Background: an optimization exercise with open tools, aiming at small area. Do not read the settings as production practice.
In this exercise RTL edits were held to simulation tests only and were not proved equivalent to the original.
Power is estimated from default activity; no workload was simulated. The flow treats the clock pin as an ideal source, which a real chip does not have.

==> flow/design.v <==
`timescale 1ns / 1ps
module morph_open #(
    parameter IMG_H = 83
)
(
    input clk,
    input mask,
    input de_in,
    input h_sync_in,
    input v_sync_in,
    output de_out,
    output h_sync_out,
    output v_sync_out,
    output [23:0] open_out
);
localparam integer LSYNC = 4 * IMG_H + 9;                      
localparam integer LM    = 4 * IMG_H + 6;                       
localparam integer LDE   = 6 * IMG_H + 11;                      
reg [LDE-1:0]   s_de;
reg [LSYNC:0]   s_hs;
reg [LSYNC:0]   s_vs;
reg [LM-1:0]    s_m;
reg             e_r;
reg [LM-1:0]    s_e;
reg             d_r;
reg  ev;
reg  z1, z2;      
integer r, c, t;
always @(*) begin
    ev = 1'b1;
    z1 = 1'b0;
    z2 = 1'b0;
    for (r = 0; r < 5; r = r + 1)
        for (c = 0; c < 5; c = c + 1) begin
            t  = 1 + c + IMG_H * r;
            ev = ev & s_de[t];
            z2 = z2 | (z1 & ~s_m[t]);
            z1 = z1 | ~s_m[t];
        end
end
reg  dv;
reg  dor;
always @(*) begin
    dv  = 1'b1;
    dor = 1'b0;
    for (r = 0; r < 5; r = r + 1)
        for (c = 0; c < 5; c = c + 1) begin
            t   = 2 + c + IMG_H * r;
            dor = dor | s_e[t-1];
            dv  = dv & s_de[170 + t];
        end
end
always @(posedge clk) begin
    s_de <= {s_de[LDE-2:0], de_in};
    s_hs <= {s_hs[LSYNC-1:0], h_sync_in};
    s_vs <= {s_vs[LSYNC-1:0], v_sync_in};
    s_m  <= {s_m[LM-2:0], mask};
    e_r  <= ev & ~z2;
    s_e  <= {s_e[LM-2:0], e_r};
    d_r  <= dv & dor;
end
assign de_out     = s_de[LSYNC];
assign h_sync_out = s_hs[LSYNC];
assign v_sync_out = s_vs[LSYNC];
assign open_out   = {24{d_r}};
endmodule
export LEC_CHECK = 0
export CAP_MARGIN = 20
export CORE_MARGIN = 2
export CORE_UTILIZATION = 68
export PLACE_DENSITY = 0.72
export SLEW_MARGIN = 20
create_clock -name core_clock -period 5.0 [get_ports {clk}]
standard.sh (not shown) runs the stock make flow with config.mk's settings and CLKGATE_MAP_FILE= SYNTH_SCRIPT=/design/flow/synth_recipe.tcl, a recipe that flattens the netlist after the stock synthesis.
==> flow/flow/run.sh <==
#!/bin/bash
# The standard layout, with a leaner clock tree (no dummy loads, larger sink
# clusters, clkbuf_16 only) and the smallest buffer on each port.
set -euo pipefail
export CTS_ARGS="-sink_clustering_enable -repair_clock_nets -dont_use_dummy_load -sink_clustering_size 35 -sink_clustering_max_diameter 100 -buf_list {sky130_fd_sc_hd__buf_12 sky130_fd_sc_hd__clkbuf_16} -root_buf sky130_fd_sc_hd__clkbuf_16 -tree_buf sky130_fd_sc_hd__clkbuf_16 -sink_clustering_buffer sky130_fd_sc_hd__buf_12"
export BUFFER_PORTS_ARGS="-buffer_cell sky130_fd_sc_hd__buf_1"
bash standard.sh > standard.log 2>&1
The first run completed without violations.
Rerun with:
==> flow/flow/run.sh (replaced) <==
#!/bin/bash
# The standard layout, with a leaner clock tree (no dummy loads, larger sink
# clusters, clkbuf_16 only) and the smallest buffer on each port.
set -euo pipefail
export CTS_ARGS="-sink_clustering_enable -repair_clock_nets -dont_use_dummy_load -sink_clustering_size 30 -sink_clustering_max_diameter 100 -buf_list sky130_fd_sc_hd__clkbuf_16"
export BUFFER_PORTS_ARGS="-buffer_cell sky130_fd_sc_hd__buf_1"
bash standard.sh > standard.log 2>&1
CORE_UTILIZATION = 85   (was 68)
PLACE_DENSITY = 0.9   (was 0.72)
What happened:
- This time the run did not get past detailed placement
- synthesized area does not change
- synthesized cell count does not change
Rerun with:
==> flow/run.sh (new file) <==
#!/bin/bash
# synth_recipe.tcl (not shown) runs the flow's synth.tcl, then flattens the netlist and writes it again
# the make line also repeats each setting of config.mk as NAME=value (left out here)
make -C /OpenROAD-flow-scripts/flow DESIGN_CONFIG=/design/flow/config.mk WORK_HOME=/design/flow/orfs CLKGATE_MAP_FILE= SYNTH_SCRIPT=/design/flow/synth_recipe.tcl finish
CORE_UTILIZATION = 80   (was 85)
CTS_BUF_LIST = sky130_fd_sc_hd__clkbuf_4 sky130_fd_sc_hd__clkbuf_8   (was unset)
CTS_CLUSTER_DIAMETER = 60   (was unset)
CTS_CLUSTER_SIZE = 30   (was unset)
PLACE_DENSITY = 0.85   (was 0.9)
removed: flow/flow/run.sh
removed: flow/standard.sh
Result: The changed run aborted during detailed placement; area after synthesis is unchanged; synthesized cell count does not change.
Rerun with:
==> flow/flow/run.sh (new file) <==
#!/bin/bash
# The standard layout, with a leaner clock tree (no dummy loads, larger sink
# clusters, clkbuf_16 only) and the smallest buffer on each port.
set -euo pipefail
export CTS_ARGS="-sink_clustering_enable -repair_clock_nets -dont_use_dummy_load -sink_clustering_size 30 -sink_clustering_max_diameter 100 -buf_list {sky130_fd_sc_hd__buf_12 sky130_fd_sc_hd__clkbuf_16} -root_buf sky130_fd_sc_hd__clkbuf_16 -tree_buf sky130_fd_sc_hd__clkbuf_16 -sink_clustering_buffer sky130_fd_sc_hd__buf_12"
export BUFFER_PORTS_ARGS="-buffer_cell sky130_fd_sc_hd__buf_1"
bash standard.sh > standard.log 2>&1
==> flow/standard.sh (new file) <==
#!/bin/bash
# synth_recipe.tcl (not shown) runs the flow's synth.tcl, then flattens the netlist and writes it again
# the make line also repeats each setting of config.mk as NAME=value (left out here)
make -C /OpenROAD-flow-scripts/flow DESIGN_CONFIG=/design/flow/config.mk WORK_HOME=/design/flow/orfs CLKGATE_MAP_FILE= SYNTH_SCRIPT=/design/flow/synth_recipe.tcl "${@:-finish}"
CORE_UTILIZATION = 68   (was 80)
CTS_BUF_LIST = unset   (was sky130_fd_sc_hd__clkbuf_4 sky130_fd_sc_hd__clkbuf_8)
CTS_CLUSTER_DIAMETER = unset   (was 60)
CTS_CLUSTER_SIZE = unset   (was 30)
PLACE_DENSITY = 0.72   (was 0.85)
removed: flow/run.sh
=>
- The new run went through all stages and came out clean
- area after synthesis does not change
- synthesized cell count stays the same


Setup of run A:
Starts from the design.v that is shown in full above.
export LEC_CHECK = 0
export CAP_MARGIN = 20
export CORE_MARGIN = 2
export CORE_UTILIZATION = 68
export PLACE_DENSITY = 0.72
export SLEW_MARGIN = 20
create_clock -name core_clock -period 5.0 [get_ports {clk}]
==> flow/flow/run.sh <==
#!/bin/bash
# The standard layout, with a leaner clock tree (no dummy loads, larger sink
# clusters, clkbuf_16 only) and the smallest buffer on each port.
set -euo pipefail
export CTS_ARGS="-sink_clustering_enable -repair_clock_nets -dont_use_dummy_load -sink_clustering_size 26 -sink_clustering_max_diameter 60 -buf_list sky130_fd_sc_hd__buf_12"
export BUFFER_PORTS_ARGS="-buffer_cell sky130_fd_sc_hd__buf_1"
bash standard.sh > standard.log 2>&1
The following lists how run B was set up differently from run A:
# run A
export LEC_CHECK = 0
export CAP_MARGIN = 20
export CORE_MARGIN = 2
export CORE_UTILIZATION = 68
export PLACE_DENSITY = 0.72
export SLEW_MARGIN = 20
create_clock -name core_clock -period 5.0 [get_ports {clk}]
# run B
export LEC_CHECK = 0
export CAP_MARGIN = 20
export CORE_MARGIN = 2
export CORE_UTILIZATION = 75
export PLACE_DENSITY = 0.8
export SLEW_MARGIN = 20
create_clock -name core_clock -period 5.0 [get_ports {clk}]
### Flow results
Changes observed in run B relative to run A: number of buffers inserted to repair setup after CTS comparable, instance area at placement comparable, total placed cells including tap cells lower, count of cell types in the netlist was more or less identical, final HPWL from detailed placement went up 2.9 mm.
Run B did not run to completion, as it errored out during clock tree synthesis.
Relative to run B, the following input files were edited for run C:
# run B
export LEC_CHECK = 0
export CAP_MARGIN = 20
export CORE_MARGIN = 2
export CORE_UTILIZATION = 75
export PLACE_DENSITY = 0.8
export SLEW_MARGIN = 20
create_clock -name core_clock -period 5.0 [get_ports {clk}]
# run C
export LEC_CHECK = 0
export CAP_MARGIN = 20
export CORE_MARGIN = 2
export CORE_UTILIZATION = 82
export PLACE_DENSITY = 0.86
export SLEW_MARGIN = 20
create_clock -name core_clock -period 5.0 [get_ports {clk}]
diff --git a/flow/flow/run.sh b/flow/flow/run.sh
--- a/flow/flow/run.sh
+++ b/flow/flow/run.sh
@@ -5 +5 @@
-export CTS_ARGS="-sink_clustering_enable -repair_clock_nets -dont_use_dummy_load -sink_clustering_size 26 -sink_clustering_max_diameter 60 -buf_list sky130_fd_sc_hd__buf_12"
+export CTS_ARGS="-sink_clustering_enable -repair_clock_nets -dont_use_dummy_load -sink_clustering_size 32 -sink_clustering_max_diameter 100 -buf_list sky130_fd_sc_hd__clkbuf_16"
--- outcome ---
- Status for run C and run B: no clean run
- Comparing run C against run B, there is no change at all in synthesized cell count.
- | count of flip-flops with a built-in enable after synthesis | run C vs run B | ≈ equal |
- Delta (run C minus run B): async set-or-reset flop fraction in the synthesized netlist shows no meaningful change; last weighted congestion value of the routability-driven placer shows a reduction of 3.4%; overall die height shows a reduction of 4.3%; floorplan die width shows a reduction of 9.8 um.
Inputs modified between run C and run D:
# run C
export LEC_CHECK = 0
export CAP_MARGIN = 20
export CORE_MARGIN = 2
export CORE_UTILIZATION = 82
export PLACE_DENSITY = 0.86
export SLEW_MARGIN = 20
create_clock -name core_clock -period 5.0 [get_ports {clk}]
# run D
export LEC_CHECK = 0
export CAP_MARGIN = 20
export CORE_MARGIN = 2
export CORE_UTILIZATION = 40
export SLEW_MARGIN = 20
create_clock -name core_clock -period 5.0 [get_ports {clk}]
==> flow/run.sh (new file) <==
#!/bin/bash
# synth_recipe.tcl (not shown) runs the flow's synth.tcl, then flattens the netlist and writes it again
# the make line also repeats each setting of config.mk as NAME=value (left out here)
make -C /OpenROAD-flow-scripts/flow DESIGN_CONFIG=/design/flow/config.mk WORK_HOME=/design/flow/orfs CLKGATE_MAP_FILE= SYNTH_SCRIPT=/design/flow/synth_recipe.tcl finish
removed: flow/flow/run.sh
removed: flow/standard.sh
## What came out
- Looking at the reports, run D completed the entire flow and the layout it produced met the timing, DRC and antenna checks.
- Re number of I/O port buffers: no difference whatsoever between run C and run D.
- Run C -> run D: number of enable-type register cells in the synthesized netlist delta 0, exact match
- Die span in y, run C and run D: larger value in run D
- Net count after synthesis: run D vs run C identical
- Comparing run C and run D, the higher number of placement rows was measured on run D.
- Run C → run D: final weighted congestion in routability-driven placement fell by 0.018; die width went up by 93 um; initial core utilization lower.
> inputs changed (run D -> run E)
# run D
export LEC_CHECK = 0
export CAP_MARGIN = 20
export CORE_MARGIN = 2
export CORE_UTILIZATION = 40
export SLEW_MARGIN = 20
create_clock -name core_clock -period 5.0 [get_ports {clk}]
# run E
export LEC_CHECK = 0
export CAP_MARGIN = 20
export CORE_MARGIN = 2
export CORE_UTILIZATION = 75
export PLACE_DENSITY = 0.8
export SLEW_MARGIN = 20
create_clock -name core_clock -period 5.0 [get_ports {clk}]
==> flow/flow/run.sh (new file) <==
#!/bin/bash
# The standard layout, with a leaner clock tree (no dummy loads, larger sink
# clusters, clkbuf_16 only) and the smallest buffer on each port.
set -euo pipefail
export CTS_ARGS="-sink_clustering_enable -repair_clock_nets -dont_use_dummy_load -sink_clustering_size 30 -sink_clustering_max_diameter 100 -buf_list {sky130_fd_sc_hd__buf_12 sky130_fd_sc_hd__clkbuf_16} -root_buf sky130_fd_sc_hd__clkbuf_16 -tree_buf sky130_fd_sc_hd__clkbuf_16 -sink_clustering_buffer sky130_fd_sc_hd__buf_12"
export BUFFER_PORTS_ARGS="-buffer_cell sky130_fd_sc_hd__buf_1"
bash standard.sh > standard.log 2>&1
==> flow/standard.sh (new file) <==
#!/bin/bash
# synth_recipe.tcl (not shown) runs the flow's synth.tcl, then flattens the netlist and writes it again
# the make line also repeats each setting of config.mk as NAME=value (left out here)
make -C /OpenROAD-flow-scripts/flow DESIGN_CONFIG=/design/flow/config.mk WORK_HOME=/design/flow/orfs CLKGATE_MAP_FILE= SYNTH_SCRIPT=/design/flow/synth_recipe.tcl "${@:-finish}"
removed: flow/run.sh
## What came out
- The log for run E ends in clock tree synthesis with error DPL-0033, so the run never completed.
- Run E -> run D: synthesized cell count delta 0, exact match
- Compared with run D, in run E total CTS buffers decreased 55%; height of the die saw a decrease.
- The detailed placement HPWL in run E sits 12% above the value recorded for run D.
- Re number of buffers inserted by port buffering: no difference whatsoever between run D and run E.
- [compare] base=run D new=run E: number of placement rows now sits lower; post-cts gate resize count ~0 delta; floorplan die width now sits lower; number of enable-type register cells in the synthesized netlist has remained practically unchanged.
- Cmp run D and run E / final weighted congestion of routability-driven global placement / higher: run E


the previous run:
morph_open, a different RTL version from the one above (not shown whole).
Size: ~1900 cells after synthesis, ~32 I/O pins, about 0.038 mm^2 of cells after synthesis.
Design morph_open, start of the top module:
module morph_open #(
    parameter IMG_H = 83
)
(
    input clk,
    input mask,
    input de_in,
    input h_sync_in,
    input v_sync_in,
    output de_out,
    output h_sync_out,
    output v_sync_out,
    output [23:0] open_out
);
clock: 5.0 ns
lec_check: 0
cap_margin: 20
core_margin: 2
core_utilization: 68
place_density: 0.72
slew_margin: 20
==> flow/flow/run.sh <==
#!/bin/bash
# The standard layout, with a leaner clock tree (no dummy loads, larger sink
# clusters, buf_12 leaves) and the smallest buffer on each port.
set -euo pipefail
export CTS_ARGS="-sink_clustering_enable -repair_clock_nets -dont_use_dummy_load -sink_clustering_size 35 -sink_clustering_max_diameter 80 -buf_list {sky130_fd_sc_hd__buf_12 sky130_fd_sc_hd__clkbuf_16} -root_buf sky130_fd_sc_hd__clkbuf_16 -tree_buf sky130_fd_sc_hd__clkbuf_16 -sink_clustering_buffer sky130_fd_sc_hd__buf_12"
export BUFFER_PORTS_ARGS="-buffer_cell sky130_fd_sc_hd__buf_1"
bash standard.sh > standard.log 2>&1
The previous run: full flow OK, the timing, DRC and antenna checks passed
For the current run, these inputs were changed with respect to the previous run:
==> flow/flow/run.sh <==
#!/bin/bash
# The standard layout, with a leaner clock tree (no dummy loads, larger sink
# clusters, buf_12 leaves) and the smallest buffer on each port.
set -euo pipefail
export CTS_ARGS="-sink_clustering_enable -repair_clock_nets -dont_use_dummy_load -apply_ndr full -sink_clustering_size 35 -sink_clustering_max_diameter 80 -buf_list {sky130_fd_sc_hd__buf_12 sky130_fd_sc_hd__clkbuf_16} -root_buf sky130_fd_sc_hd__clkbuf_16 -tree_buf sky130_fd_sc_hd__clkbuf_16 -sink_clustering_buffer sky130_fd_sc_hd__buf_12"
export BUFFER_PORTS_ARGS="-buffer_cell sky130_fd_sc_hd__buf_1"
bash standard.sh > standard.log 2>&1
--- outcome ---
- Reported for the current run and the previous run, global-route total usage across every layer turned out identical to the last digit.
- Diff the previous run..the current run | synthesized cell count | negligible
- The current run against the previous run: total net switching power about even; relative contribution of combinational cells to total power did not really move; number of sinks handled by clock tree synthesis flat.
- Reported for the current run and the previous run, count of clock-buffer cells in the layout turned out identical to the last digit.
- Any difference in clock insertion delay at the later pin of the skew report between the previous run and the current run is small enough to ignore.
- Diff the previous run..the current run | multi-input gate area in the final layout | unchanged


morph_open, a different RTL version from the one above (not shown whole).
Size: ~2000 cells after synthesis, ~1900 flip-flops, roughly 32 I/O pins, about 38000 um2 of cells after synthesis.
Design morph_open, start of the top module:
module morph_open #(
    parameter IMG_H = 83
)
(
    input clk,
    input mask,
    input de_in,
    input h_sync_in,
    input v_sync_in,
    output de_out,
    output h_sync_out,
    output v_sync_out,
    output [23:0] open_out
);
==> flow/config.mk <==
export PLATFORM = sky130hd
export DESIGN_NAME = morph_open
export DESIGN_NICKNAME = morph_open
export VERILOG_FILES = /design/flow/design.v
export SDC_FILE = /design/flow/constraint.sdc
export NUM_CORES = 4
export LEC_CHECK = 0
export CAP_MARGIN = 20
export CORE_MARGIN = 2
export CORE_UTILIZATION = 68
export PLACE_DENSITY = 0.72
export SLEW_MARGIN = 20
==> flow/constraint.sdc <==
create_clock -name core_clock -period 5.0 [get_ports {clk}]
set_input_delay 1.0000 -clock core_clock [delete_from_list [all_inputs] [get_ports {clk}]]
set_output_delay 1.0000 -clock core_clock [all_outputs]
set_load 0.01 [all_outputs]
==> flow/flow/run.sh <==
#!/bin/bash
# The standard layout, with a leaner clock tree (no dummy loads, larger sink
# clusters, clkbuf_16 only) and the smallest buffer on each port.
set -euo pipefail
export CTS_ARGS="-sink_clustering_enable -repair_clock_nets -dont_use_dummy_load -sink_clustering_size 36 -sink_clustering_max_diameter 100 -buf_list {sky130_fd_sc_hd__buf_12 sky130_fd_sc_hd__clkbuf_16} -root_buf sky130_fd_sc_hd__clkbuf_16 -tree_buf sky130_fd_sc_hd__clkbuf_16 -sink_clustering_buffer sky130_fd_sc_hd__buf_12"
export BUFFER_PORTS_ARGS="-buffer_cell sky130_fd_sc_hd__buf_1"
bash standard.sh > standard.log 2>&1
Edit:
==> flow/flow/run.sh (replaced) <==
#!/bin/bash
# The standard layout, with a leaner clock tree (no dummy loads, larger sink
# clusters, clkbuf_16 only) and the smallest buffer on each port.
set -euo pipefail
export CTS_ARGS="-sink_clustering_enable -repair_clock_nets -dont_use_dummy_load -sink_clustering_size 34 -sink_clustering_max_diameter 100 -buf_list {sky130_fd_sc_hd__buf_12 sky130_fd_sc_hd__clkbuf_16} -root_buf sky130_fd_sc_hd__clkbuf_16 -tree_buf sky130_fd_sc_hd__clkbuf_16 -sink_clustering_buffer sky130_fd_sc_hd__buf_12"
export BUFFER_PORTS_ARGS="-buffer_cell sky130_fd_sc_hd__buf_1"
bash standard.sh > standard.log 2>&1
Outcome: Final cell count is about the same; count of clock-buffer cells in the layout climbs by 4; global-route usage is about the same; synthesized area stays the same; worst hold slack gets worse by 0.091 ns; wire length drops by 0.52%; clock power climbs by about 2%; sequential power barely changes.

afterwards: timing with drivers on the ports:
The results above use ideal ports. As a check the final layouts listed here were re-extracted and re-timed, cells and wires unchanged.
Step 1: set_driving_cell puts a clkbuf_16 on clk and a buf_2 on each other input, an assumption about the parent block.
Step 2 adds t to the input delays and takes it off the output delays; t is the mean of the earliest and latest rising clock arrival at the registers after step 1. Input paths then give back, and output paths get back, about the clock's delay inside the block.
Slacks: ideal / step 1 / step 2; pairs: ideal / step 1.
run	t, ns	setup WS [ns]	worst register clock-pin slew, ns	cell pins on the clock port's net
the first run of note 1	0.671	2.458 / 2.400 / 3.071	0.12 / 0.12	1
the fourth run of note 1	0.645	2.486 / 2.425 / 3.070	0.11 / 0.11	1
run A	0.622	2.537 / 2.475 / 3.097	0.10 / 0.10	1
run D	0.776	1.894 / 1.836 / 2.612	0.07 / 0.07	1
the previous run	0.668	2.412 / 2.356 / 3.025	0.12 / 0.12	1
the current run	0.668	2.412 / 2.356 / 3.025	0.12 / 0.12	1
the first run of note 4	0.680	2.424 / 2.368 / 3.048	0.13 / 0.13	1
the second run of note 4	0.650	2.427 / 2.371 / 3.021	0.12 / 0.12	1
After both steps setup and hold are still met in every run listed.
